From an optimization exercise on the open Yosys and OpenROAD flow, aimed at small area and a short achievable clock period; shortcuts taken in it are not production practice. The RTL was checked by simulation tests, not by an equivalence proof against the original design. The clock port is modelled as an ideal driver, which makes a skipped or thinned clock tree look cheaper than it is; a real chip needs a root buffer or a tree. Power is estimated from default activity; no workload was simulated.

before:
==> flow/design.v <==
module avalon_host #(
    parameter DEPTH = 32,               
    parameter AW    = $clog2(DEPTH)     
) (
    input clk,
    input rst_n,
	 input reset_release,
    input [127:0] s_axi_data,
    input s_axi_valid,
    input s_axi_last,
    output ready_out,  
    input s_axi_ready,
    output [31:0] avm_address,
    output [31:0] avm_burstcount,
    output reg avm_write,
    output reg [127:0] avm_writedata,
    output [15:0] avm_byteenable,
    output reg avm_read_0,
    input avm_readdatavalid_0,
    input [127:0] avm_readdata_0
);
    reg [AW-1:0] wr_ptr;
    reg [AW-1:0] rd_ptr;
    reg [AW:0]   fifo_count;
    reg [7:0]    aval_ptr;
    reg [7:0]    addr_q;           
    localparam [1:0] RESET = 2'b00,
                     WRITE = 2'b01,
                     READ  = 2'b10;
    reg [1:0] state, next_state;
    reg  rdy;
    reg  not_rdy;
    assign ready_out = ~not_rdy;
    wire push = s_axi_valid && rdy;
    reg  pop;                      
    reg  empty;                    
    assign avm_burstcount = 32'd1;
    assign avm_byteenable = 16'hFFFF;
    assign avm_address    = {20'd0, addr_q, 4'd0};
    reg [DEPTH-1:0] wen;           
    reg [DEPTH-1:0] wkeep;         
    reg [DEPTH-1:0] rsel;          
    reg             rkeep;         
    reg [DEPTH-1:0] rd_oh;         
    reg [128*DEPTH-1:0] store;
    genvar g;
    generate
        for (g = 0; g < DEPTH; g = g + 1) begin : slot
            always @(posedge clk)
                store[128*g +: 128] <= (s_axi_data & {128{wen[g]}})
                                     | (store[128*g +: 128] & {128{wkeep[g]}});
        end
    endgenerate
    reg [127:0] rdata;
    integer k;
    always @(*) begin
        rdata = avm_writedata & {128{rkeep}};
        for (k = 0; k < DEPTH; k = k + 1)
            rdata = rdata | (store[128*k +: 128] & {128{rsel[k]}});
    end
    always @(posedge clk)
        avm_writedata <= rdata;
    wire inc = push & ~pop;
    wire dec = pop & ~push;
    wire [AW-1:0] wr_ptr_p1 = wr_ptr + 1'b1;
    wire [AW-1:0] wr_ptr_n  = push ? wr_ptr_p1 : wr_ptr;
    wire [AW:0]   cnt_p1    = fifo_count + 1'b1;
    wire [AW:0]   cnt_m1    = fifo_count - 1'b1;
    wire [AW:0]   cnt_n     = inc ? cnt_p1 : (dec ? cnt_m1 : fifo_count);
    wire          empty_n   = inc ? 1'b0 : (dec ? (fifo_count == 1) : empty);
    wire [DEPTH-1:0] rd_oh_n = pop ? {rd_oh[DEPTH-2:0], rd_oh[DEPTH-1]} : rd_oh;
    wire pop_n = (next_state == WRITE) && !empty_n;
    wire ready_n = push ? (fifo_count != DEPTH-1)
                        : ((fifo_count < DEPTH-1) | rdy);
    wire [DEPTH-1:0] wr_dec    = {{(DEPTH-1){1'b0}}, 1'b1} << wr_ptr;
    wire [DEPTH-1:0] wr_dec_p1 = {{(DEPTH-1){1'b0}}, 1'b1} << wr_ptr_p1;
    wire [DEPTH-1:0] wen_n = ready_n ? (push ? wr_dec_p1 : wr_dec) : {DEPTH{1'b0}};
    always @(posedge clk or negedge rst_n) begin
        if (!rst_n) begin
            wen   <= {{(DEPTH-1){1'b0}}, 1'b1};
            wkeep <= ~{{(DEPTH-1){1'b0}}, 1'b1};
            rd_oh <= {{(DEPTH-1){1'b0}}, 1'b1};
            rsel  <= {DEPTH{1'b0}};
            rkeep <= 1'b1;
            pop   <= 1'b0;
            empty <= 1'b1;
        end else begin
            wen   <= wen_n;
            wkeep <= ~wen_n;
            rsel  <= pop_n ? rd_oh_n : {DEPTH{1'b0}};
            rkeep <= ~pop_n;
            pop   <= pop_n;
            empty <= empty_n;
            rd_oh <= rd_oh_n;
        end
    end
    always @(posedge clk or negedge rst_n) begin
        if (!rst_n) begin
            state <= RESET;
            next_state <= RESET;
            wr_ptr <= 0;
            rd_ptr <= 0;
            fifo_count <= 0;
            avm_write <= 0;
            avm_read_0 <= 0;
            rdy <= 1;
            not_rdy <= 0;
            aval_ptr <= 0;
        end else begin
            case (state)
                RESET: begin
                    avm_write <= 0;
                    avm_read_0 <= 0;
                    next_state <= WRITE;
                end
                WRITE: begin
                    if (!empty) begin
                        avm_write <= 1;
                        addr_q <= {3'd0, rd_ptr};
                        rd_ptr <= rd_ptr + 1;
                    end else begin
                        avm_write <= 0;
                        next_state <= READ;
                    end
                end
                READ: begin
                    if (empty) begin
                        avm_read_0 <= 1;
                        addr_q <= aval_ptr;
                    end else if (avm_readdatavalid_0) begin
                        addr_q <= aval_ptr;
                        aval_ptr <= aval_ptr + 1;
                        avm_read_0 <= 0;
                        next_state <= WRITE;
                    end
                end
                default: begin
                    next_state <= RESET;
                end
            endcase
            state <= next_state;
            wr_ptr <= wr_ptr_n;
            rdy <= ready_n;
            not_rdy <= ~ready_n;
            fifo_count <= cnt_n;
        end
    end
endmodule
clock: 4.0 ns
lec_check: 0
cap_margin: 20
core_margin: 2
core_utilization: 46
setup_slack_margin: 1.75
slew_margin: 20
standard.sh (not shown) runs the stock make flow with config.mk's settings and CLKGATE_MAP_FILE= SYNTH_SCRIPT=/design/flow/synth_recipe.tcl, a recipe that flattens the netlist after the stock synthesis.
==> flow/flow/run.sh <==
#!/bin/bash
set -euo pipefail
export PRE_CTS_TCL="$PWD/flow/manual_cts.tcl"
export MC_M=8
export MC_L=8
bash standard.sh finish > flow_make.log 2>&1
Other scripts of this flow, unchanged in this note and not shown: flow/flow/manual_cts.tcl
Inputs modified between before and after:
Settings: swapping 1.75 for 1.9 in SETUP_SLACK_MARGIN.
Results
Both conditions hold for after: the flow ran to the end and the final layout passed the timing, DRC and antenna checks.
Required time at the endpoint of the critical path: after vs before, no meaningful difference
after -> before: gate count of the mapped netlist delta 0, exact match
Compare after and before | portion of total power attributed to combinational logic lower: before
after falls short of before in overall via count from detail_route.
The run showing the smaller post-cts sizing count is before.
met2 track utilization from global routing of before is on par with after.
Comparing after against before, there is no change at all in sequential cell count.
Via count of the first global-routing pass (after vs. before) increases slightly
The final critical path time including I/O delays and setup in after was lower than what before gave.
Sequential share of layout area: after vs before down 0.92 points
No run of this note takes its clock network from TritonCTS; it comes from the design's own scripts or RTL.

## separate check: timing with driven ports
The flow's constraints put no driver on any port. The routed layouts listed below were extracted and timed again, unchanged, in two steps.
Step 1 sets driving cells, clkbuf_16 on the clock port and buf_2 on the other inputs (assumed; they add their load-dependent delay and slew).
Step 2 moves the port delays by t, midway between the first and last clock arrival at a register: inputs arrive t later, outputs are due t later. That takes back most of the time a late clock gives input paths.
Slacks: no drivers / after step 1 / after step 2; pairs: no drivers / after step 1.
run | t, ns | setup slack, ns | hold WS [ns] | slew at the worst register clock pin (ns)
before | 0.950 | 1.643 / 1.468 / 1.365 | 0.150 / -0.005 / 0.423 | 0.08 / 0.08
after | 0.954 | 1.722 / 1.565 / 1.274 | 0.075 / -0.105 / 0.416 | 0.08 / 0.08
After both steps setup and hold are still met in every run listed. The setup slack of after, which loses most, moves by -0.157 ns with the drivers and by -0.448 ns with both steps.
